This is an optimization exercise on Yosys and OpenROAD, whose aim is small area, not a production implementation. RTL that was checked went through simulation tests only; none was proved equivalent to the original. No functional check of the RTL was part of runs 2 and 3. Power is estimated from default activity; no workload was simulated.

**flow/design.v**
```verilog
`timescale 1ns / 1ps
module full_adder(a,b,c,s,cout
    );
        input a,b,c;
        output s,cout;
        wire s,cout;
        assign s=a^b^c;
        assign cout=(a&b)|(b&c)|(c&a);
endmodule
`timescale 1ns / 1ps
module sixteen_arithmetic(A,B,op,R
    );
        input [15:0]A;
        input [15:0]B;
        input op;
        output [15:0]R;
        wire [15:0]R;
        wire [15:0]C;
        full_adder F00(A[0],op^B[0],op,R[0],C[0]);
        full_adder F01(A[1],op^B[1],C[0],R[1],C[1]);
        full_adder F02(A[2],op^B[2],C[1],R[2],C[2]);
        full_adder F03(A[3],op^B[3],C[2],R[3],C[3]);
        full_adder F04(A[4],op^B[4],C[3],R[4],C[4]);
        full_adder F05(A[5],op^B[5],C[4],R[5],C[5]);
        full_adder F06(A[6],op^B[6],C[5],R[6],C[6]);
        full_adder F07(A[7],op^B[7],C[6],R[7],C[7]);
        full_adder F08(A[8],op^B[8],C[7],R[8],C[8]);
        full_adder F09(A[9],op^B[9],C[8],R[9],C[9]);
        full_adder F10(A[10],op^B[10],C[9],R[10],C[10]);
        full_adder F11(A[11],op^B[11],C[10],R[11],C[11]);
        full_adder F12(A[12],op^B[12],C[11],R[12],C[12]);
        full_adder F13(A[13],op^B[13],C[12],R[13],C[13]);
        full_adder F14(A[14],op^B[14],C[13],R[14],C[14]);
        full_adder F15(A[15],op^B[15],C[14],R[15],C[15]);
endmodule 
`timescale 1ns / 1ps
module left_shift(clk,A,shift,R
    );
        input clk; 
        input [15:0]A;
        input [3:0]shift;
        output [15:0]R;
        reg [15:0]R;
        always@(posedge clk) begin
                if(shift==0) begin
                        R<=A;
                end
                else if(shift==1) begin
                        R[15:1]<=A[14:0];
                        R[0]<=0;
                end
                else if(shift==2) begin
                        R[15:2]<=A[13:0];
                        R[1:0]<=0;
                end
                else if(shift==3) begin
                        R[15:3]<=A[12:0];
                        R[2:0]<=0;
                end
                else if(shift==4) begin
                        R[15:4]<=A[11:0];
                        R[3:0]<=0;
                end
                else if(shift==5) begin
                        R[15:5]<=A[10:0];
                        R[4:0]<=0;
                end
                else if(shift==6) begin
                        R[15:6]<=A[9:0];
                        R[5:0]<=0;
                end
                else if(shift==7) begin
                        R[15:7]<=A[8:0];
                        R[6:0]<=0;
                end
                else if(shift==8) begin
                        R[15:8]<=A[7:0];
                        R[7:0]<=0;
                end
                else if(shift==9) begin
                        R[15:9]<=A[6:0];
                        R[8:0]<=0;
                end
                else if(shift==10) begin
                        R[15:10]<=A[5:0];
                        R[9:0]<=0;
                end
                else if(shift==11) begin
                        R[15:11]<=A[4:0];
                        R[10:0]<=0;
                end
                else if(shift==12) begin
                        R[15:12]<=A[3:0];
                        R[11:0]<=0;
                end
                else if(shift==13) begin
                        R[15:13]<=A[14:0];
                        R[12:0]<=0;
                end
                else if(shift==14) begin
                        R[15:14]<=A[1:0];
                        R[13:0]<=0;
                end
                else if(shift==15) begin
                        R[15]<=A[0];
                        R[14:0]<=0;
                end
        end
endmodule
`timescale 1ns / 1ps
module detector(clk,rot_a,rot_b,rot
    );
        input clk,rot_a,rot_b;
        output rot;
        reg rot;
        always@(posedge clk) begin
                if(rot_a==1'b1 & rot_b==1'b1) begin
                        rot <= 1'b1;
                end
                else if(rot_a==1'b0 & rot_b==1'b0)      begin
                        rot <= 1'b0;
                end
        end
endmodule
`timescale 1ns / 1ps
module rf_interface(bits,clk,rot,reset,line1,line2
    );
        input [3:0]bits;
        input clk,rot,reset;
        output [127:0]line1;
        output [127:0]line2;
        reg [127:0]line1;
        reg [127:0]line2;
        reg prev;
        reg [4:0]state;
        reg [3:0]count;
        reg op;
        reg [15:0]r_data1;
        reg [15:0]r_data2;
        reg [15:0]w_data;
        reg [4:0]r_addr1;
        reg [4:0]r_addr2;
        reg [4:0]w_addr;
        reg [3:0]shift;
        reg [15:0]mem_block[0:31];
        wire [15:0]op_res;
        wire [15:0]s_result;
        always@(posedge clk) begin
                prev<=rot;
                if(reset==1) begin
                        count<=0;
                        state<=0;
                end
                else if(prev==0 & rot==1) begin
                        if(state==0) begin
                                if(bits[2:0]==0) begin
                                        state<=1;
                                end
                                else if(bits[2:0]==1) begin
                                        state<=2;
                                end
                                else if(bits[2:0]==2) begin
                                        state<=3;
                                end
                                else if(bits[2:0]==3) begin
                                        state<=4;
                                end
                                else if(bits[2:0]==4) begin
                                        state<=5;
                                end
                                else if(bits[2:0]==5) begin
                                        state<=6;
                                end
                                else if(bits[2:0]==6) begin
                                        state<=7;
                                end
                                else if(bits[2:0]==7) begin
                                        state<=8;
                                end
                        end
                        else if(state==1) begin
                                if(count==0) begin
                                        w_addr[3:0]<=bits[3:0];
                                        count<=1;
                                end
                                else if(count==1) begin
                                        w_addr[4]<=bits[0];
                                        count<=2;
                                end
                                else if(count==2) begin
                                        w_data[3:0]<=bits[3:0];
                                        count<=3;
                                end
                                else if(count==3) begin
                                        w_data[7:4]<=bits[3:0];
                                        count<=4;
                                end
                                else if(count==4) begin
                                        w_data[11:8]<=bits[3:0];
                                        count<=5;
                                end
                                else if(count==5) begin
                                        w_data[15:12]<=bits[3:0];
                                        count<=0;
                                        state<=9;
                                end
                        end
                        else if(state==2) begin
                                if(count==0) begin
                                        r_addr1[3:0]<=bits[3:0];
                                        count<=1;
                                end
                                if(count==1) begin
                                        r_addr1[4]<=bits[0];
                                        count<=0;
                                        state<=10;
                                end
                        end
                        else if(state==3) begin
                                if(count==0) begin
                                        r_addr1[3:0]<=bits[3:0];
                                        count<=1;
                                end
                                if(count==1) begin
                                        r_addr1[4]<=bits[0];
                                        count<=2;
                                end
                                if(count==2) begin
                                        r_addr2[3:0]<=bits[3:0];
                                        count<=3;
                                end
                                if(count==3) begin
                                        r_addr2[4]<=bits[0];
                                        count<=0;
                                        state<=11;
                                end
                        end
                        else if(state==4) begin
                                if(count==0) begin
                                        r_addr1[3:0]<=bits[3:0];
                                        count<=1;
                                end
                                if(count==1) begin
                                        r_addr1[4]<=bits[0];
                                        count<=2;
                                end
                                if(count==2) begin
                                        w_addr[3:0]<=bits[3:0];
                                        count<=3;
                                end
                                if(count==3) begin
                                        w_addr[4]<=bits[0];
                                        count<=4;
                                end
                                if(count==4) begin
                                        w_data[3:0]<=bits[3:0];
                                        count<=5;
                                end
                                if(count==5) begin
                                        w_data[7:4]<=bits[3:0];
                                        count<=6;
                                end
                                if(count==6) begin
                                        w_data[11:8]<=bits[3:0];
                                        count<=7;
                                end
                                if(count==7) begin
                                        w_data[15:12]<=bits[3:0];
                                        count<=0;
                                        state<=12;
                                end
                        end
                        else if(state==5) begin
                                if(count==0) begin
                                        r_addr1[3:0]<=bits[3:0];
                                        count<=1;
                                end
                                if(count==1) begin
                                        r_addr1[4]<=bits[0];
                                        count<=2;
                                end
                                if(count==2) begin
                                        r_addr2[3:0]<=bits[3:0];
                                        count<=3;
                                end
                                if(count==3) begin
                                        r_addr2[4]<=bits[0];
                                        count<=4;
                                end
                                if(count==4) begin
                                        w_addr[3:0]<=bits[3:0];
                                        count<=5;
                                end
                                if(count==5) begin
                                        w_addr[4]<=bits[0];
                                        count<=6;
                                end
                                if(count==6) begin
                                        w_data[3:0]<=bits[3:0];
                                        count<=7;
                                end
                                if(count==7) begin
                                        w_data[7:4]<=bits[3:0];
                                        count<=8;
                                end
                                if(count==8) begin
                                        w_data[11:8]<=bits[3:0];
                                        count<=9;
                                end
                                if(count==9) begin
                                        w_data[15:12]<=bits[3:0];
                                        count<=0;
                                        state<=13;
                                end
                        end
                        else if(state==6) begin
                                if(count==0) begin
                                        r_addr1[3:0]<=bits[3:0];
                                        count<=1;
                                end
                                if(count==1) begin
                                        r_addr1[4]<=bits[0];
                                        count<=2;
                                end
                                if(count==2) begin
                                        r_addr2[3:0]<=bits[3:0];
                                        count<=3;
                                end
                                if(count==3) begin
                                        r_addr2[4]<=bits[0];
                                        count<=4;
                                end
                                if(count==4) begin
                                        w_addr[3:0]<=bits[3:0];
                                        count<=5;
                                end
                                if(count==5) begin
                                        w_addr[4]<=bits[0];
                                        count<=0;
                                        state<=14;
                                end
                        end
                        else if(state==7) begin
                                if(count==0) begin
                                        r_addr1[3:0]<=bits[3:0];
                                        count<=1;
                                end
                                if(count==1) begin
                                        r_addr1[4]<=bits[0];
                                        count<=2;
                                end
                                if(count==2) begin
                                        r_addr2[3:0]<=bits[3:0];
                                        count<=3;
                                end
                                if(count==3) begin
                                        r_addr2[4]<=bits[0];
                                        count<=4;
                                end
                                if(count==4) begin
                                        w_addr[3:0]<=bits[3:0];
                                        count<=5;
                                end
                                if(count==5) begin
                                        w_addr[4]<=bits[0];
                                        count<=0;
                                        state<=15;
                                end
                        end
                        else if(state==8) begin
                                if(count==0) begin
                                        r_addr1[3:0]<=bits[3:0];
                                        count<=1;
                                end
                                if(count==1) begin
                                        r_addr1[4]<=bits[0];
                                        count<=2;
                                end
                                if(count==2) begin
                                        w_addr[3:0]<=bits[3:0];
                                        count<=3;
                                end
                                if(count==3) begin
                                        w_addr[4]<=bits[0];
                                        count<=4;
                                end
                                if(count==4) begin
                                        shift[3:0]<=bits[3:0];
                                        count<=0;
                                        state<=16;
                                end
                        end
                        else if(state==9) begin
                                mem_block[w_addr]<=w_data;
                                state<=17;
                        end
                        else if(state==10) begin
                                r_data1<=mem_block[r_addr1];
                                state<=18;
                        end
                        else if(state==11) begin
                                r_data1<=mem_block[r_addr1];
                                r_data2<=mem_block[r_addr2];
                                state<=19;
                        end
                        else if(state==12) begin
                                r_data1<=mem_block[r_addr1];
                                mem_block[w_addr]<=w_data;
                                state<=20;
                        end
                        else if(state==13) begin
                                r_data1<=mem_block[r_addr1];
                                r_data2<=mem_block[r_addr2];
                                mem_block[w_addr]<=w_data;
                                state<=21;
                        end
                        else if(state==14) begin
                                r_data1<=mem_block[r_addr1];
                                r_data2<=mem_block[r_addr2];
                                op<=0;
                                state<=22;
                        end
                        else if(state==15) begin
                                r_data1<=mem_block[r_addr1];
                                r_data2<=mem_block[r_addr2];
                                op<=1;
                                state<=23;
                        end
                        else if(state==16) begin
                                r_data1<=mem_block[r_addr1];
                                state<=24;
                        end
                        else if(state==17) begin
                                line1[127:40]<=88'h3030303030303030303030;
                                line1[39:32]<=w_addr[4]?8'b00110001:8'b00110000;
                                line1[31:24]<=w_addr[3]?8'b00110001:8'b00110000;
                                line1[23:16]<=w_addr[2]?8'b00110001:8'b00110000;
                                line1[15:8]<=w_addr[1]?8'b00110001:8'b00110000;
                                line1[7:0]<=w_addr[0]?8'b00110001:8'b00110000;
                                line2[127:120]<=w_data[15]?8'b00110001:8'b00110000;
                                line2[119:112]<=w_data[14]?8'b00110001:8'b00110000;
                                line2[111:104]<=w_data[13]?8'b00110001:8'b00110000;
                                line2[103:96]<=w_data[12]?8'b00110001:8'b00110000;
                                line2[95:88]<=w_data[11]?8'b00110001:8'b00110000;
                                line2[87:80]<=w_data[10]?8'b00110001:8'b00110000;
                                line2[79:72]<=w_data[9]?8'b00110001:8'b00110000;
                                line2[71:64]<=w_data[8]?8'b00110001:8'b00110000;
                                line2[63:56]<=w_data[7]?8'b00110001:8'b00110000;
                                line2[55:48]<=w_data[6]?8'b00110001:8'b00110000;
                                line2[47:40]<=w_data[5]?8'b00110001:8'b00110000;
                                line2[39:32]<=w_data[4]?8'b00110001:8'b00110000;
                                line2[31:24]<=w_data[3]?8'b00110001:8'b00110000;
                                line2[23:16]<=w_data[2]?8'b00110001:8'b00110000;
                                line2[15:8]<=w_data[1]?8'b00110001:8'b00110000;
                                line2[7:0]<=w_data[0]?8'b00110001:8'b00110000;
                                state<=0;
                        end
                        else if(state==18) begin
                                line1[127:40]<=88'h3030303030303030303030;
                                line1[39:32]<=r_addr1[4]?8'b00110001:8'b00110000;
                                line1[31:24]<=r_addr1[3]?8'b00110001:8'b00110000;
                                line1[23:16]<=r_addr1[2]?8'b00110001:8'b00110000;
                                line1[15:8]<=r_addr1[1]?8'b00110001:8'b00110000;
                                line1[7:0]<=r_addr1[0]?8'b00110001:8'b00110000;
                                line2[127:120]<=r_data1[15]?8'b00110001:8'b00110000;
                                line2[119:112]<=r_data1[14]?8'b00110001:8'b00110000;
                                line2[111:104]<=r_data1[13]?8'b00110001:8'b00110000;
                                line2[103:96]<=r_data1[12]?8'b00110001:8'b00110000;
                                line2[95:88]<=r_data1[11]?8'b00110001:8'b00110000;
                                line2[87:80]<=r_data1[10]?8'b00110001:8'b00110000;
                                line2[79:72]<=r_data1[9]?8'b00110001:8'b00110000;
                                line2[71:64]<=r_data1[8]?8'b00110001:8'b00110000;
                                line2[63:56]<=r_data1[7]?8'b00110001:8'b00110000;
                                line2[55:48]<=r_data1[6]?8'b00110001:8'b00110000;
                                line2[47:40]<=r_data1[5]?8'b00110001:8'b00110000;
                                line2[39:32]<=r_data1[4]?8'b00110001:8'b00110000;
                                line2[31:24]<=r_data1[3]?8'b00110001:8'b00110000;
                                line2[23:16]<=r_data1[2]?8'b00110001:8'b00110000;
                                line2[15:8]<=r_data1[1]?8'b00110001:8'b00110000;
                                line2[7:0]<=r_data1[0]?8'b00110001:8'b00110000;
                                state<=0;
                        end
                        else if(state==19) begin
                                line1[127:120]<=r_data1[15]?8'b00110001:8'b00110000;
                                line1[119:112]<=r_data1[14]?8'b00110001:8'b00110000;
                                line1[111:104]<=r_data1[13]?8'b00110001:8'b00110000;
                                line1[103:96]<=r_data1[12]?8'b00110001:8'b00110000;
                                line1[95:88]<=r_data1[11]?8'b00110001:8'b00110000;
                                line1[87:80]<=r_data1[10]?8'b00110001:8'b00110000;
                                line1[79:72]<=r_data1[9]?8'b00110001:8'b00110000;
                                line1[71:64]<=r_data1[8]?8'b00110001:8'b00110000;
                                line1[63:56]<=r_data1[7]?8'b00110001:8'b00110000;
                                line1[55:48]<=r_data1[6]?8'b00110001:8'b00110000;
                                line1[47:40]<=r_data1[5]?8'b00110001:8'b00110000;
                                line1[39:32]<=r_data1[4]?8'b00110001:8'b00110000;
                                line1[31:24]<=r_data1[3]?8'b00110001:8'b00110000;
                                line1[23:16]<=r_data1[2]?8'b00110001:8'b00110000;
                                line1[15:8]<=r_data1[1]?8'b00110001:8'b00110000;
                                line1[7:0]<=r_data1[0]?8'b00110001:8'b00110000;
                                line2[127:120]<=r_data2[15]?8'b00110001:8'b00110000;
                                line2[119:112]<=r_data2[14]?8'b00110001:8'b00110000;
                                line2[111:104]<=r_data2[13]?8'b00110001:8'b00110000;
                                line2[103:96]<=r_data2[12]?8'b00110001:8'b00110000;
                                line2[95:88]<=r_data2[11]?8'b00110001:8'b00110000;
                                line2[87:80]<=r_data2[10]?8'b00110001:8'b00110000;
                                line2[79:72]<=r_data2[9]?8'b00110001:8'b00110000;
                                line2[71:64]<=r_data2[8]?8'b00110001:8'b00110000;
                                line2[63:56]<=r_data2[7]?8'b00110001:8'b00110000;
                                line2[55:48]<=r_data2[6]?8'b00110001:8'b00110000;
                                line2[47:40]<=r_data2[5]?8'b00110001:8'b00110000;
                                line2[39:32]<=r_data2[4]?8'b00110001:8'b00110000;
                                line2[31:24]<=r_data2[3]?8'b00110001:8'b00110000;
                                line2[23:16]<=r_data2[2]?8'b00110001:8'b00110000;
                                line2[15:8]<=r_data2[1]?8'b00110001:8'b00110000;
                                line2[7:0]<=r_data2[0]?8'b00110001:8'b00110000;
                                state<=0;
                        end
                        else if(state==20) begin
                                line1[127:40]<=88'h3030303030303030303030;
                                line1[39:32]<=r_addr1[4]?8'b00110001:8'b00110000;
                                line1[31:24]<=r_addr1[3]?8'b00110001:8'b00110000;
                                line1[23:16]<=r_addr1[2]?8'b00110001:8'b00110000;
                                line1[15:8]<=r_addr1[1]?8'b00110001:8'b00110000;
                                line1[7:0]<=r_addr1[0]?8'b00110001:8'b00110000;
                                line2[127:120]<=r_data1[15]?8'b00110001:8'b00110000;
                                line2[119:112]<=r_data1[14]?8'b00110001:8'b00110000;
                                line2[111:104]<=r_data1[13]?8'b00110001:8'b00110000;
                                line2[103:96]<=r_data1[12]?8'b00110001:8'b00110000;
                                line2[95:88]<=r_data1[11]?8'b00110001:8'b00110000;
                                line2[87:80]<=r_data1[10]?8'b00110001:8'b00110000;
                                line2[79:72]<=r_data1[9]?8'b00110001:8'b00110000;
                                line2[71:64]<=r_data1[8]?8'b00110001:8'b00110000;
                                line2[63:56]<=r_data1[7]?8'b00110001:8'b00110000;
                                line2[55:48]<=r_data1[6]?8'b00110001:8'b00110000;
                                line2[47:40]<=r_data1[5]?8'b00110001:8'b00110000;
                                line2[39:32]<=r_data1[4]?8'b00110001:8'b00110000;
                                line2[31:24]<=r_data1[3]?8'b00110001:8'b00110000;
                                line2[23:16]<=r_data1[2]?8'b00110001:8'b00110000;
                                line2[15:8]<=r_data1[1]?8'b00110001:8'b00110000;
                                line2[7:0]<=r_data1[0]?8'b00110001:8'b00110000;
                                state<=0;
                        end
                        else if(state==21) begin
                                line1[127:120]<=r_data1[15]?8'b00110001:8'b00110000;
                                line1[119:112]<=r_data1[14]?8'b00110001:8'b00110000;
                                line1[111:104]<=r_data1[13]?8'b00110001:8'b00110000;
                                line1[103:96]<=r_data1[12]?8'b00110001:8'b00110000;
                                line1[95:88]<=r_data1[11]?8'b00110001:8'b00110000;
                                line1[87:80]<=r_data1[10]?8'b00110001:8'b00110000;
                                line1[79:72]<=r_data1[9]?8'b00110001:8'b00110000;
                                line1[71:64]<=r_data1[8]?8'b00110001:8'b00110000;
                                line1[63:56]<=r_data1[7]?8'b00110001:8'b00110000;
                                line1[55:48]<=r_data1[6]?8'b00110001:8'b00110000;
                                line1[47:40]<=r_data1[5]?8'b00110001:8'b00110000;
                                line1[39:32]<=r_data1[4]?8'b00110001:8'b00110000;
                                line1[31:24]<=r_data1[3]?8'b00110001:8'b00110000;
                                line1[23:16]<=r_data1[2]?8'b00110001:8'b00110000;
                                line1[15:8]<=r_data1[1]?8'b00110001:8'b00110000;
                                line1[7:0]<=r_data1[0]?8'b00110001:8'b00110000;
                                line2[127:120]<=r_data2[15]?8'b00110001:8'b00110000;
                                line2[119:112]<=r_data2[14]?8'b00110001:8'b00110000;
                                line2[111:104]<=r_data2[13]?8'b00110001:8'b00110000;
                                line2[103:96]<=r_data2[12]?8'b00110001:8'b00110000;
                                line2[95:88]<=r_data2[11]?8'b00110001:8'b00110000;
                                line2[87:80]<=r_data2[10]?8'b00110001:8'b00110000;
                                line2[79:72]<=r_data2[9]?8'b00110001:8'b00110000;
                                line2[71:64]<=r_data2[8]?8'b00110001:8'b00110000;
                                line2[63:56]<=r_data2[7]?8'b00110001:8'b00110000;
                                line2[55:48]<=r_data2[6]?8'b00110001:8'b00110000;
                                line2[47:40]<=r_data2[5]?8'b00110001:8'b00110000;
                                line2[39:32]<=r_data2[4]?8'b00110001:8'b00110000;
                                line2[31:24]<=r_data2[3]?8'b00110001:8'b00110000;
                                line2[23:16]<=r_data2[2]?8'b00110001:8'b00110000;
                                line2[15:8]<=r_data2[1]?8'b00110001:8'b00110000;
                                line2[7:0]<=r_data2[0]?8'b00110001:8'b00110000;
                                state<=0;
                        end
                        else if(state==22) begin
                                mem_block[w_addr]<=op_res;
                                line1[127:40]<=88'h3030303030303030303030;
                                line1[39:32]<=w_addr[4]?8'b00110001:8'b00110000;
                                line1[31:24]<=w_addr[3]?8'b00110001:8'b00110000;
                                line1[23:16]<=w_addr[2]?8'b00110001:8'b00110000;
                                line1[15:8]<=w_addr[1]?8'b00110001:8'b00110000;
                                line1[7:0]<=w_addr[0]?8'b00110001:8'b00110000;
                                line2[127:120]<=op_res[15]?8'b00110001:8'b00110000;
                                line2[119:112]<=op_res[14]?8'b00110001:8'b00110000;
                                line2[111:104]<=op_res[13]?8'b00110001:8'b00110000;
                                line2[103:96]<=op_res[12]?8'b00110001:8'b00110000;
                                line2[95:88]<=op_res[11]?8'b00110001:8'b00110000;
                                line2[87:80]<=op_res[10]?8'b00110001:8'b00110000;
                                line2[79:72]<=op_res[9]?8'b00110001:8'b00110000;
                                line2[71:64]<=op_res[8]?8'b00110001:8'b00110000;
                                line2[63:56]<=op_res[7]?8'b00110001:8'b00110000;
                                line2[55:48]<=op_res[6]?8'b00110001:8'b00110000;
                                line2[47:40]<=op_res[5]?8'b00110001:8'b00110000;
                                line2[39:32]<=op_res[4]?8'b00110001:8'b00110000;
                                line2[31:24]<=op_res[3]?8'b00110001:8'b00110000;
                                line2[23:16]<=op_res[2]?8'b00110001:8'b00110000;
                                line2[15:8]<=op_res[1]?8'b00110001:8'b00110000;
                                line2[7:0]<=op_res[0]?8'b00110001:8'b00110000;
                                state<=0;
                        end
                        else if(state==23) begin
                                mem_block[w_addr]<=op_res;
                                line1[127:40]<=88'h3030303030303030303030;
                                line1[39:32]<=w_addr[4]?8'b00110001:8'b00110000;
                                line1[31:24]<=w_addr[3]?8'b00110001:8'b00110000;
                                line1[23:16]<=w_addr[2]?8'b00110001:8'b00110000;
                                line1[15:8]<=w_addr[1]?8'b00110001:8'b00110000;
                                line1[7:0]<=w_addr[0]?8'b00110001:8'b00110000;
                                line2[127:120]<=op_res[15]?8'b00110001:8'b00110000;
                                line2[119:112]<=op_res[14]?8'b00110001:8'b00110000;
                                line2[111:104]<=op_res[13]?8'b00110001:8'b00110000;
                                line2[103:96]<=op_res[12]?8'b00110001:8'b00110000;
                                line2[95:88]<=op_res[11]?8'b00110001:8'b00110000;
                                line2[87:80]<=op_res[10]?8'b00110001:8'b00110000;
                                line2[79:72]<=op_res[9]?8'b00110001:8'b00110000;
                                line2[71:64]<=op_res[8]?8'b00110001:8'b00110000;
                                line2[63:56]<=op_res[7]?8'b00110001:8'b00110000;
                                line2[55:48]<=op_res[6]?8'b00110001:8'b00110000;
                                line2[47:40]<=op_res[5]?8'b00110001:8'b00110000;
                                line2[39:32]<=op_res[4]?8'b00110001:8'b00110000;
                                line2[31:24]<=op_res[3]?8'b00110001:8'b00110000;
                                line2[23:16]<=op_res[2]?8'b00110001:8'b00110000;
                                line2[15:8]<=op_res[1]?8'b00110001:8'b00110000;
                                line2[7:0]<=op_res[0]?8'b00110001:8'b00110000;
                                state<=0;
                        end
                        else if(state==24) begin
                                mem_block[w_addr]<=s_result;
                                line1[127:40]<=88'h3030303030303030303030;
                                line1[39:32]<=w_addr[4]?8'b00110001:8'b00110000;
                                line1[31:24]<=w_addr[3]?8'b00110001:8'b00110000;
                                line1[23:16]<=w_addr[2]?8'b00110001:8'b00110000;
                                line1[15:8]<=w_addr[1]?8'b00110001:8'b00110000;
                                line1[7:0]<=w_addr[0]?8'b00110001:8'b00110000;
                                line2[127:120]<=s_result[15]?8'b00110001:8'b00110000;
                                line2[119:112]<=s_result[14]?8'b00110001:8'b00110000;
                                line2[111:104]<=s_result[13]?8'b00110001:8'b00110000;
                                line2[103:96]<=s_result[12]?8'b00110001:8'b00110000;
                                line2[95:88]<=s_result[11]?8'b00110001:8'b00110000;
                                line2[87:80]<=s_result[10]?8'b00110001:8'b00110000;
                                line2[79:72]<=s_result[9]?8'b00110001:8'b00110000;
                                line2[71:64]<=s_result[8]?8'b00110001:8'b00110000;
                                line2[63:56]<=s_result[7]?8'b00110001:8'b00110000;
                                line2[55:48]<=s_result[6]?8'b00110001:8'b00110000;
                                line2[47:40]<=s_result[5]?8'b00110001:8'b00110000;
                                line2[39:32]<=s_result[4]?8'b00110001:8'b00110000;
                                line2[31:24]<=s_result[3]?8'b00110001:8'b00110000;
                                line2[23:16]<=s_result[2]?8'b00110001:8'b00110000;
                                line2[15:8]<=s_result[1]?8'b00110001:8'b00110000;
                                line2[7:0]<=s_result[0]?8'b00110001:8'b00110000;
                                state<=0;
                        end
                end
        end
        sixteen_arithmetic S0(r_data1,r_data2,op,op_res);
        left_shift LEFT(clk,r_data1,shift,s_result);
endmodule
module rf_top(clk, reset, rot_a, rot_b, bits, line1, line2);
        input clk, reset, rot_a, rot_b;
        input [3:0] bits;
        output [15:0] line1;
        output [15:0] line2;
        wire rot;
        wire [127:0] text1;
        wire [127:0] text2;
        detector D0(clk, rot_a, rot_b, rot);
        rf_interface I0(bits, clk, rot, reset, text1, text2);
        genvar c;
        generate
                for (c = 0; c < 16; c = c + 1) begin : g_digit
                        assign line1[c] = text1[8*c];
                        assign line2[c] = text2[8*c];
                end
        endgenerate
endmodule
```
**flow/run.sh**
```bash
#!/bin/bash
# synth_recipe.tcl (not shown) runs the flow's synth.tcl, then flattens the netlist and writes it again
# the make line also repeats each setting of config.mk as NAME=value (left out here)
make -C /OpenROAD-flow-scripts/flow DESIGN_CONFIG=/design/flow/config.mk WORK_HOME=/design/flow/orfs CLKGATE_MAP_FILE= SYNTH_SCRIPT=/design/flow/synth_recipe.tcl finish
```
**flow/config.mk**
```make
export PLATFORM = sky130hd
export DESIGN_NAME = rf_top
export DESIGN_NICKNAME = rf_top
export VERILOG_FILES = /design/flow/design.v
export SDC_FILE = /design/flow/constraint.sdc
export NUM_CORES = 4
export LEC_CHECK = 0
export CAP_MARGIN = 20
export CORE_MARGIN = 2
export CORE_UTILIZATION = 40
export SLEW_MARGIN = 20
```
**flow/constraint.sdc**
```tcl
create_clock -name core_clock -period 7.5 [get_ports {clk}]
set_input_delay 1.5000 -clock core_clock [delete_from_list [all_inputs] [get_ports {clk}]]
set_output_delay 1.5000 -clock core_clock [all_outputs]
set_load 0.01 [all_outputs]
```
==> notes.md, run 1 <==
compound-gate portion of the synthesized area 0.04805; Area Overhead vs Synth 13.37%; Synth warnings 3; Critical Path RT 7.86 ns; mux cell area share after synthesis 0.2631; final hold viol count 0; Final min period 7.262 ns; number of port buffers 39; share of layout cells above drive strength 1 0.3298; Setup-failing EPs final 0; initial antenna violation count 2; DR pass1 iterations 6; critical path depth 22; Cells after Synth 1,780; simple-gate share of the synthesized area 0.04308; crit path DAT 7.62 ns; DRC 0; Final #Nets 1,839; Post-synth EDFFs 628; status timing/DRC/antenna clean; share of the clock period used by the worst path 0.9683; crit path kind reg2reg; Detailed Route WL 88,680 um; synth unique cells 78; largest family of logic cells by synthesized area multiplexers; cell leakage power 11.09 nW; crit path buf inv count 2; CTS clk-pin slew, worst paths 0.06 ns; delay-heaviest family, CP adder cells; Inserted Diodes 0; grt ovf 0; # IOs 40; die height 285.6 um; fill count 6,591; number of global-route vias before repair 18,510; post-synthesis sequential area ratio 0.6078; Adder-Cell Fraction of Synth Area 0.009152; Seq cells post-synth 649; Clock Sinks 649; commonest non-fill, non-tap cell in the layout edfxtp_1; # rows 103; GP Congestion 0.9052; Die Area 81,560 um2; R2R depth 22; crit start category flip-flop; Initial Util 0.4028; Slew @ Worst Pin 1.036 ns; Via density 6.249; vias post-DR 18,250; Max Cap Viol 0; Hold Slack 0.4071 ns; pwr dens 216.0 nW/um2; Slew HR 0.3079; CTS tree built; CP peak stage delay 0.42 ns; XOR/XNOR share of the synthesized area 0.006351; CORE AREA 78,740 um2; crit path max fanout 32; routed len/inst 30.36 um; critical path capture point type flip-flop; most frequent cells in the layout 628 x edfxtp_1, 327 x mux4_2, 86 x nor2_1; Non-Filler Cell Area, Final 35,960 um2; Mean Syn Cell Area 17.82 um2; critical path, cell by cell mux2_2 > fa_1 > inv_1 > fa_1 > fa_1 > fa_1 > fa_1 > fa_1 > fa_1 > fa_2 > fa_1 > fa_1 > fa_1 > fa_1 > fa_1 > fa_1 > xor2_1 > xnor2_1 > nor2_1 > a21oi_2 > a21oi_2 > buf_12; DP Area 33,610 um2; WHS Path Cells 0; CTS root buffer clkbuf_16; Post-synth ARST share 0; clock latency on the worst-skew pair 0.63 ns; CTS Buf Count 73; Post-Syn Area 31,720 um2; Starting DRT DRC Count 1,956; first-pass GRT wire length 129,500 um; Most used DFF post-synth edfxtp_1; maximum clock rate 137.7 MHz; clock skew 0.02229 ns; CP dominant cell by count fa_1; Hold Crit Class reg2reg; hpwl dp 51,850 um; DRT antenna net count 0; largest net degree at the start of global routing 101; fin. max-slew vios 0; global router's overall resource usage 0.2187; Tot Pwr 7.768 mW; Slowest cell on crit path edfxtp_1; internal reg-to-reg setup slack 0.24 ns; Peak VDD IR 164.4 uV; Chip Width 285.6 um; clock buffer depth 3; H-tree levels 3
-- timing repair --
action,CTS,global route
resized for setup,1,6
endpoints found under the setup margin,32,64
cloned,0,1
pin swaps,0,3
hold buffers,0,0
buffers inserted,0,1
-- layer usage --
metal / vias to the layer above / track usage / share of wire
met4: 2 / 0.06662 / 0.028
met2: 855 / 0.3629 / 0.50
met5: - / 0 / 0.00015
met1: 9709 / 0.2957 / 0.40
li1: 7536 / - / -
met3: 151 / 0.03900 / 0.077
-- synthesized netlist by cell type (6+ instances only) --
cell      number  area share
edfxtp_1     628        0.59
mux4_2       327        0.23
nor2_1       119       0.014
clkbuf_1      72      0.0085
a21oi_1       64       0.010
mux2_2        62       0.022
nand2_1       49      0.0058
buf_2         38      0.0060
o21ai_0       34      0.0054
inv_1         28      0.0033
a211oi_1      27      0.0064
mux2i_1       26      0.0082
buf_1         25      0.0030
dfxtp_1       21       0.013
xnor2_1       20      0.0055
fa_1          14      0.0088
nor3_1        14      0.0022
nor2b_1       13      0.0026
nand3_1       12      0.0019
a21o_1        11      0.0026
a22oi_1       10      0.0024
a31oi_1       10      0.0020
nand3b_1      10      0.0024
o211ai_1       9      0.0021
o22ai_1        9      0.0018
o32ai_1        8      0.0022
nor3b_1        7      0.0017
and2_1         6      0.0012
buf_4          6      0.0014
nand2b_1       6      0.0012
or3_1          6      0.0012
-- where the power goes --
part           switching [mW]  internal (mW)
Sequential             0.0394           3.94
Clock                    1.48           1.94
Combinational           0.196          0.175
Total                    1.72           6.05
-- stage by stage --
step	setup slack, ns	TNS (ns)	instances	util
floorplan	0.1900	0	1795	-
global placement	-0.05769	-1.827	2789	0.4265
detailed placement	-0.2314	-7.361	2789	0.4268
CTS	0.1272	0	2918	0.4558
global route	-0.009077	-0.09095	2921	0.4567
finish	0.2378	0	2921	0.4567
-- registers in the layout, summed over array words and instances (netlist names), named ones only --
| signal | flops |
|---|---|
| I0.w_data | 16 |
| I0.line2 | 16 |
| I0.LEFT.R | 16 |
| I0.r_addr1 | 5 |
| I0.w_addr | 5 |
| I0.state | 5 |
| I0.prev | 1 |
| I0.mem_block | 512 |
| D0.rot | 1 |
| I0.r_data2 | 16 |
| I0.op | 1 |
| I0.r_addr2 | 5 |
| I0.shift | 4 |
| I0.count | 4 |
| I0.r_data1 | 16 |
| I0.line1 | 16 |
-- cell families (layout without fill, tap and decap cells) --
| logic type | after synthesis | count (layout) |
|---|---|---|
| flops | 649 | 649 |
| xor+xnor | 23 | 23 |
| other cells | 1 | 16 |
| fa+ha+maj | 15 | 15 |
| compound gates | 228 | 229 |
| simple gates | 277 | 277 |
| buf+inv | 170 | 245 |
| mux | 417 | 417 |
-- path summary, 6_finish.rpt --
| kind | end | from |
|---|---|---|
| setup / recovery | I0.mem_block[0][15] | I0.r_data2[0] |
| hold / removal | I0.prev | D0.rot |
| setup reg to reg | I0.mem_block[0][15] | I0.r_data2[0] |
| hold reg to reg | I0.prev | D0.rot |
-- area by class of cell --
type | count | area (um2) | share of cell area
Timing Repair Buffer | 87 | 792.0 | 0.02203
Clock buffer | 90 | 1912 | 0.05317
Clock inverter | 39 | 366.6 | 0.01020
Sequential cell | 649 | 19300 | 0.5368
Multi-Input combinational cell | 977 | 12160 | 0.3383
Tap cell | 1050 | 1314 | 0.03654
Inverter | 29 | 108.9 | 0.003027
-- worst register-to-register path, delay by kind of cell (launching register included) --
kind                       cells  cell delay (ns)
AOI/OAI and AO/OA              2             0.23
xor gates and xnor gates       2             0.37
adders and majority gates     14             5.41
buffers and inverters          2             0.25
DFF                            1             0.42
muxes                          1             0.26
and+or+nand+nor                1             0.07
==> run 2: changes to the inputs <==
==> flow/design.v (replaced) <==
module full_adder(a, b, c, s, cout);
        input a, b, c;
        output s, cout;
        assign s = a ^ b ^ c;
        assign cout = (a & b) | (b & c) | (c & a);
endmodule
module sixteen_arithmetic(A, B, op, R);
        input [15:0] A;
        input [15:0] B;
        input op;
        output [15:0] R;
        assign R = A + (B ^ {16{op}}) + {15'b0, op};
endmodule
module left_shift(A, shift, R);
        input [15:0] A;
        input [3:0] shift;
        output [15:0] R;
        assign R = A << shift;
endmodule
module detector(clk, rot_a, rot_b, rot);
        input clk, rot_a, rot_b;
        output rot;
        reg rot;
        always @(posedge clk) begin
                if (rot_a & rot_b)
                        rot <= 1'b1;
                else if (~rot_a & ~rot_b)
                        rot <= 1'b0;
        end
endmodule
module rf_interface(bits, clk, rot, reset, line1, line2);
        input [3:0] bits;
        input clk, rot, reset;
        output [15:0] line1;
        output [15:0] line2;
        reg [15:0] line1;
        reg [15:0] line2;
        reg prev;
        reg [3:0] cnt;
        reg [2:0] cmd;
        reg [4:0] fa;
        reg [4:0] ga;
        reg [4:0] ha;
        reg [15:0] d;
        reg [15:0] mem [0:31];
        wire step = rot & ~prev;
        wire c0 = (cmd == 3'd0);
        wire c1 = (cmd == 3'd1);
        wire c2 = (cmd == 3'd2);
        wire c3 = (cmd == 3'd3);
        wire c4 = (cmd == 3'd4);
        wire c56 = (cmd == 3'd5) | (cmd == 3'd6);
        wire c7 = (cmd == 3'd7);
        reg [3:0] ecnt;
        always @(*) begin
                case (cmd)
                        3'd0: ecnt = 4'd7;
                        3'd1: ecnt = 4'd3;
                        3'd2: ecnt = 4'd5;
                        3'd3: ecnt = 4'd9;
                        3'd4: ecnt = 4'd11;
                        3'd7: ecnt = 4'd6;
                        default: ecnt = 4'd7;
                endcase
        end
        wire idle = (cnt == 4'd0);
        wire exec = ~idle & (cnt == ecnt);
        wire disp = ~idle & (cnt == ecnt + 4'd1);
        wire sw = (ga == ha);           
        wire aw = (fa == ha);           
        wire rsel_g = disp ? (c2 | c56 | (c4 & ~sw)) : (c4 & sw);
        wire [4:0] raddr = rsel_g ? ga : fa;
        wire [31:0] rsel = 32'd1 << raddr;
        reg [15:0] rdata;
        integer i;
        always @(*) begin
                rdata = 16'd0;
                for (i = 0; i < 32; i = i + 1)
                        rdata = rdata | (mem[i] & {16{rsel[i]}});
        end
        wire [15:0] sum;
        wire [15:0] shl;
        sixteen_arithmetic S0(d, rdata, ~cmd[0], sum);
        left_shift LEFT(d, ha[3:0], shl);
        wire [15:0] res = c7 ? shl : (c56 ? sum : d);
        wire we = step & ~reset & ((exec & (c0 | c3 | c4)) | (disp & (c56 | c7)));
        wire [4:0] waddr = c0 ? fa : ((c3 | c7) ? ga : ha);
        wire [31:0] wsel = {32{we}} & (32'd1 << waddr);
        wire l1addr = ~(c2 | c4);
        wire [4:0] l1a = (c56 ? ha : (c7 ? ga : fa));
        wire l1r = c4 & sw & ~aw;
        wire l2r = c0 | c2 | (c4 & ~sw);
        always @(posedge clk) begin
                prev <= rot;
                if (reset)
                        cnt <= 4'd0;
                else if (step) begin
                        if (idle) begin
                                cmd <= bits[2:0];
                                cnt <= 4'd1;
                        end else if (disp)
                                cnt <= 4'd0;
                        else
                                cnt <= cnt + 4'd1;
                end
                if (step) begin
                        if (cnt == 4'd1) fa[3:0] <= bits;
                        if (cnt == 4'd2) fa[4] <= bits[0];
                        if (cnt == 4'd3) ga[3:0] <= bits;
                        if (cnt == 4'd4) ga[4] <= bits[0];
                        if (cnt == 4'd5) ha[3:0] <= bits;
                        if (cnt == 4'd6) ha[4] <= bits[0];
                        d <= exec ? rdata : {bits, d[15:4]};
                end
                for (i = 0; i < 32; i = i + 1)
                        mem[i] <= (mem[i] & ~{16{wsel[i]}}) | (res & {16{wsel[i]}});
                if (step & ~reset & disp) begin
                        line1 <= l1addr ? {11'b0, l1a} : (l1r ? rdata : d);
                        line2 <= l2r ? rdata : res;
                end
        end
endmodule
module rf_top(clk, reset, rot_a, rot_b, bits, line1, line2);
        input clk, reset, rot_a, rot_b;
        input [3:0] bits;
        output [15:0] line1;
        output [15:0] line2;
        wire rot;
        detector D0(clk, rot_a, rot_b, rot);
        rf_interface I0(bits, clk, rot, reset, line1, line2);
endmodule
--- a/flow/config.mk
+++ b/flow/config.mk
@@ -6,6 +6,10 @@
 export NUM_CORES = 4
 export LEC_CHECK = 0
+export ABC_AREA = 1
 export CAP_MARGIN = 20
 export CORE_MARGIN = 2
 export CORE_UTILIZATION = 40
+export CTS_BUF_LIST = sky130_fd_sc_hd__clkbuf_8
+export CTS_CLUSTER_DIAMETER = 80
+export CTS_CLUSTER_SIZE = 14
 export SLEW_MARGIN = 20
==> notes.md, run 2 <==
DRC 0; biggest area consumer among synthesized cells edfxtp_1; status timing/DRC/antenna clean; CTS Buf Count 49; hold_buf cts 0; Internal 4.452 mW; largest net degree at the start of global routing 34; routed len/inst 28.22 um; sequential share of power 0.620; hold wc startpoint D0.rot; die height 253.1 um; post-synthesis sequential area ratio 0.7040; CP startpoint I0.cmd[1]; Area Overhead vs Synth 12.03%; Cells after Synth 2,015; pwr dens 214.9 nW/um2; Final min period 6.955 ns; Via density 5.857; RR Startpoint I0.cmd[1]; vias post-DR 17,410; RSZ-0062 raised after global routing no; CORE AREA 61,480 um2; dpl ws -0.007897 ns; top-count cell post-synth edfxtp_1; Setup TNS 0 ns; Detailed Route WL 83,890 um; combinational power share 0.095; Post-synth EDFFs 578; synth top area cells edfxtp_1 70%, nand2_1 7.1%, a22o_1 2.7%; crit path max fanout 32; Hold Slack 0.3767 ns; number of port buffers 39; Setup-failing EPs final 0; initial antenna violation count 0; critical path capture point type flip-flop; # IOs 40; clock skew 0.05355 ns; Inst Count DP 2,881; Slowest cell on crit path edfxtp_1; CP peak stage delay 0.48 ns; CTS tree built; Post-Layout Cell Count 2,973; share of the clock period used by the worst path 0.9273; Sw Ratio 0.2551; cell leakage power 9.977 nW; clock network fraction of total power 0.286; NetSw 1.525 mW; commonest non-fill, non-tap cell in the layout edfxtp_1; Peak VDD IR 114.3 uV; grt ovf 0; global router's overall resource usage 0.2615; first-pass GRT wire length 118,500 um; CTS clk-pin slew, worst paths 0.09 ns; hpwl dp 56,300 um; Synth warnings 3; synth unique cells 53; share of layout cells above drive strength 1 0.1306; CTS root buffer clkbuf_8; crit path kind reg2reg; clock latency on the worst-skew pair 0.70 ns; number of global-route vias before repair 16,370; Die Area 64,070 um2; final hold viol count 0; CP dominant cell by count nand2_1; fin. max-slew vios 0; Seq cells post-synth 584; Mean Syn Cell Area 12.32 um2; # rows 91; Chip Width 253.1 um; most frequent cells in the layout 578 x edfxtp_1, 469 x nand2_1, 150 x inv_1; H-tree levels 2; crit path setup slack, layout 0.5451 ns; Post-synth ARST share 0; Critical Path RT 7.89 ns; Clock Sinks 584; Initial Util 0.4038; Most used DFF post-synth edfxtp_1; top-area cell type share of the netlist area 0.6991; Hold Crit Class reg2reg; DRT antenna net count 0; Starting DRT DRC Count 2,506; top cells by instance count after synthesis 578 x edfxtp_1, 469 x nand2_1, 132 x inv_1, 129 x nor2_1, 92 x nand3_1; GP Congestion 0.9933; Slew @ Worst Pin 1.182 ns; Post-Syn Area 24,830 um2; crit path DAT 7.34 ns; Final #Nets 2,185; Max Cap Viol 0; Inserted Diodes 0; Slew HR 0.2039; crit start category flip-flop; maximum clock rate 143.8 MHz; DR pass1 iterations 6; clock buffer depth 3
[run 2: final timing paths]
path,end,slack (ns),cells past startpoint
worst max-delay path,flip-flop,0.55,43
worst min-delay path,I0.prev,0.38,0
worst max register to register,flip-flop,0.55,43
worst min register to register,I0.prev,0.38,0
[run 2: area by class of cell]
class	count	area, um2
clock buffers	49	674.4
clock inverters	30	162.7
fillers	5570	33670
inverters	158	609.3
multi-input cells	1197	6544
flip-flops and latches	584	17480
well taps	790	988.4
repair buffers	165	1356
[run 2: logic make-up after synthesis]
family                   share of synthesized area
flip-flops                                  0.7040
AO/OA/AOI/OAI                              0.09288
XOR/XNOR                                   0.01058
multiplexers                              0.001210
adder cells (fa/ha/maj)                    0.01179
AND/OR/NAND/NOR                             0.1401
buffers and inverters                      0.03951
[run 2: worst max-delay path: cells and delay by family, from the launching register on]
| family | cells | cell delay [ns] |
|---|---|---|
| compound gates | 7 | 1.24 |
| flops | 1 | 0.48 |
| fa+ha+maj | 2 | 0.70 |
| simple gates | 23 | 2.72 |
| buf+inv | 8 | 1.13 |
| xor+xnor | 3 | 0.33 |
[run 2: what timing repair did]
| action | in CTS | in global routing |
|---|---|---|
| gates cloned | 0 | 1 |
| pin swaps | 0 | 1 |
| setup buffers | 0 | 11 |
| setup endpoints to repair | 32 | 197 |
| resized for setup | 1 | 24 |
[run 2: power groups by stage]
stage	registers (mW)	logic, mW	clock network (mW)
2_1_floorplan	3.78	0.307	0
4_1_cts	3.70	0.552	1.73
6_report	3.70	0.565	1.71
3_3_place_gp	3.78	0.548	0
5_1_grt	3.70	0.610	1.84
3_5_place_dp	3.78	0.550	0
[run 2: through the flow]
stage	cell area [um2]	utilization	power [mW]
after floorplan	24830	-	4.085
after detailed placement	26780	0.4356	4.328
after CTS	27630	0.4493	5.985
after global routing	27810	0.4523	6.149
final	27810	0.4523	5.976
after global placement	26770	0.4354	4.326
[run 2: metal layers]
metal  vias to the layer above  track usage  routed length, um
li1                       7587            -                  -
met1                      8670       0.3544              33590
met2                       999       0.4254              39190
met3                       157      0.05140               8109
met4                         0      0.08166               2994
met5                         -            0                  0
==> run 3: changes to the inputs <==
--- a/flow/config.mk
+++ b/flow/config.mk
@@ -10,6 +10,5 @@
 export CORE_MARGIN = 2
 export CORE_UTILIZATION = 40
-export CTS_BUF_LIST = sky130_fd_sc_hd__clkbuf_8
-export CTS_CLUSTER_DIAMETER = 80
-export CTS_CLUSTER_SIZE = 14
+export CTS_CLUSTER_DIAMETER = 100
+export CTS_CLUSTER_SIZE = 22
 export SLEW_MARGIN = 20
==> notes.md, run 3 <==
Setup TNS 0 ns; commonest non-fill, non-tap cell in the layout edfxtp_1; vias post-DR 17,340; fin. max-slew vios 0; post-synthesis sequential area ratio 0.7040; grt ovf 0; Initial Util 0.4038; number of port buffers 39; clock skew 0.03687 ns; die height 253.1 um; CP peak stage delay 0.48 ns; routed len/inst 28.29 um; initial antenna violation count 0; DRT antenna net count 0; Post-Syn Area 24,830 um2; Cells after Synth 2,015; Final min period 6.998 ns; synth top area cells edfxtp_1 70%, nand2_1 7.1%, a22o_1 2.7%; maximum clock rate 142.9 MHz; crit path DAT 7.36 ns; Slew HR 0.2399; # IOs 40; Hold Crit Class reg2reg; status timing/DRC/antenna clean; hold wc startpoint D0.rot; Final #Nets 2,168; biggest area consumer among synthesized cells edfxtp_1; Synth warnings 3; synth unique cells 53; internal reg-to-reg setup slack 0.50 ns; share of layout cells above drive strength 1 0.1212; Clock Sinks 584; Post-synth EDFFs 578; DR pass1 iterations 5; pwr dens 219.5 nW/um2; hold_buf cts 0; DRC 0; Die Area 64,070 um2; Starting DRT DRC Count 2,496; Peak VDD IR 185.7 uV; clock latency on the worst-skew pair 0.65 ns; hpwl dp 56,300 um; first-pass GRT wire length 118,100 um; # rows 91; Mean Syn Cell Area 12.32 um2; Post-synth ARST share 0; Seq cells post-synth 584; top-area cell type share of the netlist area 0.6991; Slew @ Worst Pin 1.128 ns; crit path kind reg2reg; cell leakage power 9.911 nW; clock buffer depth 3; GP Congestion 0.9933; Area Overhead vs Synth 12.33%; critical path capture point type flip-flop; Via density 5.875; crit path max fanout 32; RR Startpoint I0.cmd[1]; share of the clock period used by the worst path 0.9330; Inserted Diodes 0; Chip Width 253.1 um; Max Cap Viol 0; CP dominant cell by count nor2_1; Slowest cell on crit path edfxtp_1; final hold viol count 0; crit start category flip-flop; CTS tree built; Critical Path RT 7.86 ns; Setup-failing EPs final 0; CORE AREA 61,480 um2; top cells by instance count after synthesis 578 x edfxtp_1, 469 x nand2_1, 132 x inv_1, 129 x nor2_1, 92 x nand3_1; H-tree levels 1; Hold Slack 0.3769 ns; Detailed Route WL 83,510 um; CP startpoint I0.cmd[1]; top-count cell post-synth edfxtp_1; global router's overall resource usage 0.2595; CTS root buffer clkbuf_16; number of global-route vias before repair 16,260; most frequent cells in the layout 578 x edfxtp_1, 469 x nand2_1, 129 x inv_1; CTS clk-pin slew, worst paths 0.09 ns; CTS Buf Count 31; Most used DFF post-synth edfxtp_1; largest net degree at the start of global routing 34
==> run 3: cell counts after synthesis <==
No cell type changed its count.
==> run 3: worst max-delay path, delay by kind of cell (launching register included) <==
kind / cells / cell delay, ns
xor gates and xnor gates: 3 / 0.43
buffers and inverters: 8 / 1.22
adders and majority gates: 2 / 0.61
AOI/OAI and AO/OA: 7 / 1.37
DFF: 1 / 0.48
and+or+nand+nor: 20 / 2.55
==> run 3: through the flow <==
step / total power [mW] / worst slack, ns / std cells / utilization / cell area, um2
floorplan: 4.085 / 1.177 / 2015 / - / 24830
global placement: 4.326 / 0.1387 / 2880 / 0.4354 / 26770
detailed placement: 4.328 / -0.007897 / 2881 / 0.4356 / 26780
CTS: 6.131 / 0.08529 / 2938 / 0.4506 / 27710
global route: 6.297 / -0.03889 / 2952 / 0.4536 / 27890
finish: 6.122 / 0.5024 / 2952 / 0.4536 / 27890
==> run 3: final timing paths <==
path	end	depth (start not counted)
setup / recovery	flip-flop	40
hold reg to reg	I0.prev	0
hold / removal	I0.prev	0
setup reg to reg	flip-flop	40
==> run 3: timing repair <==
action | 4_1_cts | 5_1_grt
endpoints found under the setup margin | 32 | 164
pin swaps | 0 | 1
gates cloned | 0 | 1
gates resized for setup | 1 | 20
buffers inserted | 0 | 12
==> run 3: logic make-up (layout without fill, tap and decap cells) <==
logic type                 count (synthesis)  after routing  share of synthesized area
buffers and inverters                    235            381                    0.03951
muxes                                      3              3                   0.001210
xor gates and xnor gates                  30             30                    0.01058
and+or+nand+nor                          807            807                     0.1401
adders and majority gates                 23             23                    0.01179
DFF                                      584            584                     0.7040
AOI/OAI and AO/OA                        333            334                    0.09288
==> run 3: area by class of cell <==
type	instances	area, um2
fill	5544	33600
sequential	584	17480
tap	790	988.4
multi-input combinational	1197	6539
timing repair buffer	166	1360
clock inverter	4	58.81
clock buffer	53	858.3
inverter	158	606.8
==> run 3: metal layers <==
metal,global-route usage,wire (um),vias to the layer above
met5,0,0,-
met4,0.07844,2932,0
met3,0.04112,7818,143
met2,0.4259,39140,995
met1,0.3562,33620,8645
li1,-,-,7559
==> run 3: where the power goes <==
group	internal [mW]	switching [mW]	total (mW)
logic	0.142	0.420	0.562
registers	3.69	0.0130	3.70
clock network	0.796	1.06	1.86
==> run 4: changes to the inputs <==
--- a/flow/design.v
+++ b/flow/design.v
@@ -10,5 +10,12 @@
         input op;
         output [15:0] R;
-        assign R = A + (B ^ {16{op}}) + {15'b0, op};
+        wire [16:0] C;
+        assign C[0] = op;
+        genvar i;
+        generate
+                for (i = 0; i < 16; i = i + 1) begin : g_fa
+                        full_adder F(A[i], B[i] ^ op, C[i], R[i], C[i+1]);
+                end
+        endgenerate
 endmodule
 module left_shift(A, shift, R);
@@ -37,4 +44,5 @@
         reg [15:0] line2;
         reg prev;
+        reg par;
         reg [3:0] cnt;
         reg [2:0] cmd;
@@ -43,8 +51,6 @@
         reg [4:0] ha;
         reg [15:0] d;
-        reg [15:0] mem [0:31];
         wire step = rot & ~prev;
         wire c0 = (cmd == 3'd0);
-        wire c1 = (cmd == 3'd1);
         wire c2 = (cmd == 3'd2);
         wire c3 = (cmd == 3'd3);
@@ -72,11 +78,19 @@
         wire [4:0] raddr = rsel_g ? ga : fa;
         wire [31:0] rsel = 32'd1 << raddr;
-        reg [15:0] rdata;
-        integer i;
-        always @(*) begin
-                rdata = 16'd0;
-                for (i = 0; i < 32; i = i + 1)
-                        rdata = rdata | (mem[i] & {16{rsel[i]}});
-        end
+        wire [15:0] raw [0:31];
+        wire [15:0] rraw;
+        genvar k, j;
+        generate
+                for (j = 0; j < 16; j = j + 1) begin : g_rd
+                        wire [10:0] n;
+                        for (k = 0; k < 10; k = k + 1) begin : g_t
+                                rd3 U(rsel[3*k], raw[3*k][j], rsel[3*k+1], raw[3*k+1][j],
+                                      rsel[3*k+2], raw[3*k+2][j], n[k]);
+                        end
+                        rd2 V(rsel[30], raw[30][j], rsel[31], raw[31][j], n[10]);
+                        assign rraw[j] = ~&n;
+                end
+        endgenerate
+        wire [15:0] rdata = rraw ^ {16{par}};
         wire [15:0] sum;
         wire [15:0] shl;
@@ -87,4 +101,18 @@
         wire [4:0] waddr = c0 ? fa : ((c3 | c7) ? ga : ha);
         wire [31:0] wsel = {32{we}} & (32'd1 << waddr);
+        wire [15:0] wcol = res ^ {16{par}};
+        genvar r, b;
+        generate
+                for (r = 0; r < 32; r = r + 1) begin : g_row
+                        reg [15:0] q;
+                        wire [15:0] nxt;
+                        for (b = 0; b < 16; b = b + 1) begin : g_bit
+                                rf_bit U(q[b], wsel[r], ~wsel[r], wcol[b], nxt[b]);
+                        end
+                        always @(posedge clk)
+                                q <= nxt;
+                        assign raw[r] = q;
+                end
+        endgenerate
         wire l1addr = ~(c2 | c4);
         wire [4:0] l1a = (c56 ? ha : (c7 ? ga : fa));
@@ -93,4 +121,5 @@
         always @(posedge clk) begin
                 prev <= rot;
+                par <= ~par;
                 if (reset)
                         cnt <= 4'd0;
@@ -113,6 +142,4 @@
                         d <= exec ? rdata : {bits, d[15:4]};
                 end
-                for (i = 0; i < 32; i = i + 1)
-                        mem[i] <= (mem[i] & ~{16{wsel[i]}}) | (res & {16{wsel[i]}});
                 if (step & ~reset & disp) begin
                         line1 <= l1addr ? {11'b0, l1a} : (l1r ? rdata : d);
@@ -120,4 +147,19 @@
                 end
         end
+endmodule
+module rf_bit(q, sel, nsel, c, y);
+        input q, sel, nsel, c;
+        output y;
+        assign y = ~((q | sel) & (nsel | c));
+endmodule
+module rd3(a1, b1, a2, b2, a3, b3, y);
+        input a1, b1, a2, b2, a3, b3;
+        output y;
+        assign y = ~((a1 & b1) | (a2 & b2) | (a3 & b3));
+endmodule
+module rd2(a1, b1, a2, b2, y);
+        input a1, b1, a2, b2;
+        output y;
+        assign y = ~((a1 & b1) | (a2 & b2));
 endmodule
 module rf_top(clk, reset, rot_a, rot_b, bits, line1, line2);
--- a/flow/config.mk
+++ b/flow/config.mk
@@ -6,9 +6,9 @@
 export NUM_CORES = 4
 export LEC_CHECK = 0
-export ABC_AREA = 1
 export CAP_MARGIN = 20
 export CORE_MARGIN = 2
 export CORE_UTILIZATION = 40
 export CTS_CLUSTER_DIAMETER = 100
-export CTS_CLUSTER_SIZE = 22
+export CTS_CLUSTER_SIZE = 26
 export SLEW_MARGIN = 20
+export SYNTH_HIERARCHICAL = 1
==> notes.md, run 4 <==
Sw Ratio 0.2636; crit path max fanout 13; CTS clk-pin slew, worst paths 0.11 ns; Hold Slack 0.3949 ns; top cells by instance count after synthesis 519 x dfxtp_1, 516 x o22ai_1, 160 x a222oi_1, 71 x mux2i_1, 66 x edfxtp_1; global router's overall resource usage 0.2688; H-tree levels 1; crit path kind reg2reg; Initial Util 0.4027; Final min period 10.37 ns; synth unique cells 77; clock latency on the worst-skew pair 0.63 ns; Hold Crit Class reg2reg; critical path capture point type flip-flop; clock network fraction of total power 0.295; commonest non-fill, non-tap cell in the layout dfxtp_1; hold wc startpoint D0.rot; hold endpoint I0.prev; Seq cells post-synth 585; # IOs 40; Starting DRT DRC Count 2,846; die height 247.1 um; CTS tree built; pwr dens 198.0 nW/um2; crit path setup slack, layout -2.869 ns; # rows 89; Internal 4.255 mW; cell leakage power 10.24 nW; CTS root buffer clkbuf_16; Slew @ Worst Pin 1.098 ns; Area Overhead vs Synth 23.46%; grt ovf 0; Inst Count DP 3,222; final core utilization 0.4972; DRC 0; DR pass1 iterations 8; CTS Buf Count 27; R2R depth 39; Max Cap Viol 0; top-count cell post-synth dfxtp_1; synth top area cells dfxtp_1 44%, o22ai_1 14%, edfxtp_1 8.4%; Inserted Diodes 0; CP dominant cell by count fa_2; post-synthesis sequential area ratio 0.5235; clock skew 0.03030 ns; maximum clock rate 96.44 MHz; Chip Width 247.1 um; Die Area 61,040 um2; Slew HR 0.2669; RSZ-0062 raised after global routing yes; Cells after Synth 2,159; combinational power share 0.129; Via density 6.606; crit start category flip-flop; clock buffer depth 3; Layout Check Fails negative setup slack; Post-synth EDFFs 66; initial antenna violation count 1; number of port buffers 39; hold_buf cts 0; Critical Path RT 7.97 ns; largest net degree at the start of global routing 43; Tot Pwr 5.778 mW; biggest area consumer among synthesized cells dfxtp_1; NetSw 1.523 mW; number of global-route vias before repair 20,920; Most used DFF post-synth dfxtp_1; worst reg2reg endpoint I0.g_row[11].q[15]; Post-synth ARST share 0; final hold viol count 0; fin. max-slew vios 0; RR Startpoint I0.cmd[1]; Post-Layout Cell Count 3,270; status complete, but fails checks; CORE AREA 58,690 um2; DRT antenna net count 0; most frequent cells in the layout 519 x dfxtp_1, 515 x o22ai_1, 323 x buf_4; Final #Nets 2,517; hpwl dp 57,760 um; first-pass GRT wire length 128,000 um; fill count 5,257; top-area cell type share of the netlist area 0.4396; vias post-DR 21,600; share of layout cells above drive strength 1 0.2295; Slowest cell on crit path fa_1; sequential share of power 0.576; internal reg-to-reg setup slack -2.87 ns; Detailed Route WL 84,220 um; Synth warnings 8; Setup-failing EPs final 309; Top reg by flops I0.g_row.q; Clock Sinks 585; CP peak stage delay 0.46 ns; Setup TNS -455.84 ns; crit path DAT 10.84 ns; Peak VDD IR 179.1 uV; Post-Syn Area 23,630 um2; max reg flops 512; GP Congestion 1.009; WHS Path Cells 0; routed len/inst 25.76 um; Mean Syn Cell Area 10.95 um2; share of the clock period used by the worst path 1.383
-- run 4: cell types whose count changed in the layout (fill, tap and decap cells not counted), moves of 121 or more --
cell      change
nand2_1     -420
dfxtp_1     +513
buf_4       +199
a222oi_1    +160
o22ai_1     +515
edfxtp_1    -512
inv_1       -121
-- run 4: logic make-up after synthesis --
family | share of synthesized area
AOI/OAI and AO/OA | 0.2950
xor gates and xnor gates | 0.02504
adders and majority gates | 0.01668
buffers and inverters | 0.02065
DFF | 0.5235
muxes | 0.05024
and+or+nand+nor | 0.06893
-- run 4: critical path: cells and delay by family, from the launching register on --
kind / cells / cell delay, ns
xor+xnor: 4 / 0.63
simple gates: 4 / 0.75
flops: 1 / 0.45
fa+ha+maj: 17 / 5.83
buf+inv: 6 / 0.81
mux: 3 / 0.67
compound gates: 5 / 1.04
-- run 4: layout make-up --
type / count / area [um2] / area share
clock buffers: 31 / 690.7 / 0.02367
well taps: 773 / 967.2 / 0.03315
multi-input cells: 1473 / 11730 / 0.4019
repair buffers: 388 / 3298 / 0.1130
inverters: 13 / 48.80 / 0.001672
flip-flops and latches: 585 / 12370 / 0.4240
clock inverters: 7 / 75.07 / 0.002573
-- run 4: layer usage --
metal / GRT usage / part of all wire / vias up
met5: 0 / 0 / -
met4: 0.09337 / 0.037 / 0
met3: 0.04895 / 0.081 / 134
met2: 0.4079 / 0.44 / 995
met1: 0.3826 / 0.44 / 10740
li1: - / - / 9730
-- run 4: power by group through the flow --
stage | sequential (mW) | combinational (mW) | clock [mW]
floorplan | 3.38 | 0.406 | 0
global placement | 3.40 | 0.699 | 0
detailed placement | 3.40 | 0.711 | 0
CTS | 3.33 | 0.729 | 1.73
global route | 3.34 | 0.788 | 1.84
finish | 3.33 | 0.743 | 1.70
-- run 4: how the worst max path moves through the flow --
stage / endpoint / startpoint / slack [ns] / cells after the start
after CTS: I0.g_row[24].q[15] / I0.cmd[1] / -2.85 / 40
after floorplan: I0.g_row[10].q[15] / I0.cmd[2] / -2.81 / 37
after detailed placement: I0.g_row[24].q[15] / I0.cmd[2] / -3.44 / 37
final: I0.g_row[11].q[15] / I0.cmd[1] / -2.87 / 39
after global placement: I0.g_row[15].q[15] / I0.cmd[2] / -3.32 / 37
after global routing: I0.g_row[1].q[15] / I0.cmd[1] / -3.20 / 40
-- run 4: timing repair --
item	4_1_cts	5_1_grt
endpoints found under the setup margin	362	329
pin swaps	10	3
buffers inserted	7	0
resized for setup	13	5
gates cloned	1	0
-- run 4: metrics by stage --
step / setup WS [ns] / cell area (um2)
floorplan: -2.813 / 24300
global placement: -3.319 / 28080
detailed placement: -3.437 / 28160
CTS: -2.853 / 29060
global route: -3.205 / 29180
finish: -2.869 / 29180
-- run 4: per-module statistics from Yosys, one instance, submodules excluded, excerpt --
module | cells | flip-flops and latches | copies in the design
full_adder | 1 | 0 | 16
rd3 | 1 | 0 | 160
sixteen_arithmetic | 18 | 0 | 1
left_shift | 99 | 0 | 1
rf_interface | 1336 | 584 | 1
detector | 2 | 1 | 1
rd2 | 1 | 0 | 16
rf_bit | 1 | 0 | 512

port drivers added, routing unchanged:
The results above use ideal ports. As a check the final layouts listed here were re-extracted and re-timed, cells and wires unchanged. Step 1 sets driving cells, clkbuf_16 on the clock port and buf_2 on the other inputs (assumed; they add their load-dependent delay and slew). Step 2 moves the port delays by t, midway between the first and last clock arrival at a register: inputs arrive t later, outputs are due t later. That takes back most of the time a late clock gives input paths. a / b / c = ideal ports / drivers / drivers and shift; a / b = the first two.
run	t (ns)	setup WS [ns]	worst hold slack (ns)	clock arrival spread, ns	worst slew at a driven data input, ns
run 1	0.688	0.238 / 0.238 / 0.238	0.407 / 0.407 / 0.407	0.026 / 0.025	0.03
run 2	0.728	0.545 / 0.545 / 0.545	0.377 / 0.377 / 0.377	0.054 / 0.053	0.05
run 3	0.700	0.502 / 0.502 / 0.502	0.377 / 0.377 / 0.377	0.037 / 0.037	0.05
run 4	0.682	-2.869 / -2.869 / -2.869	0.395 / 0.395 / 0.395	0.030 / 0.030	0.05
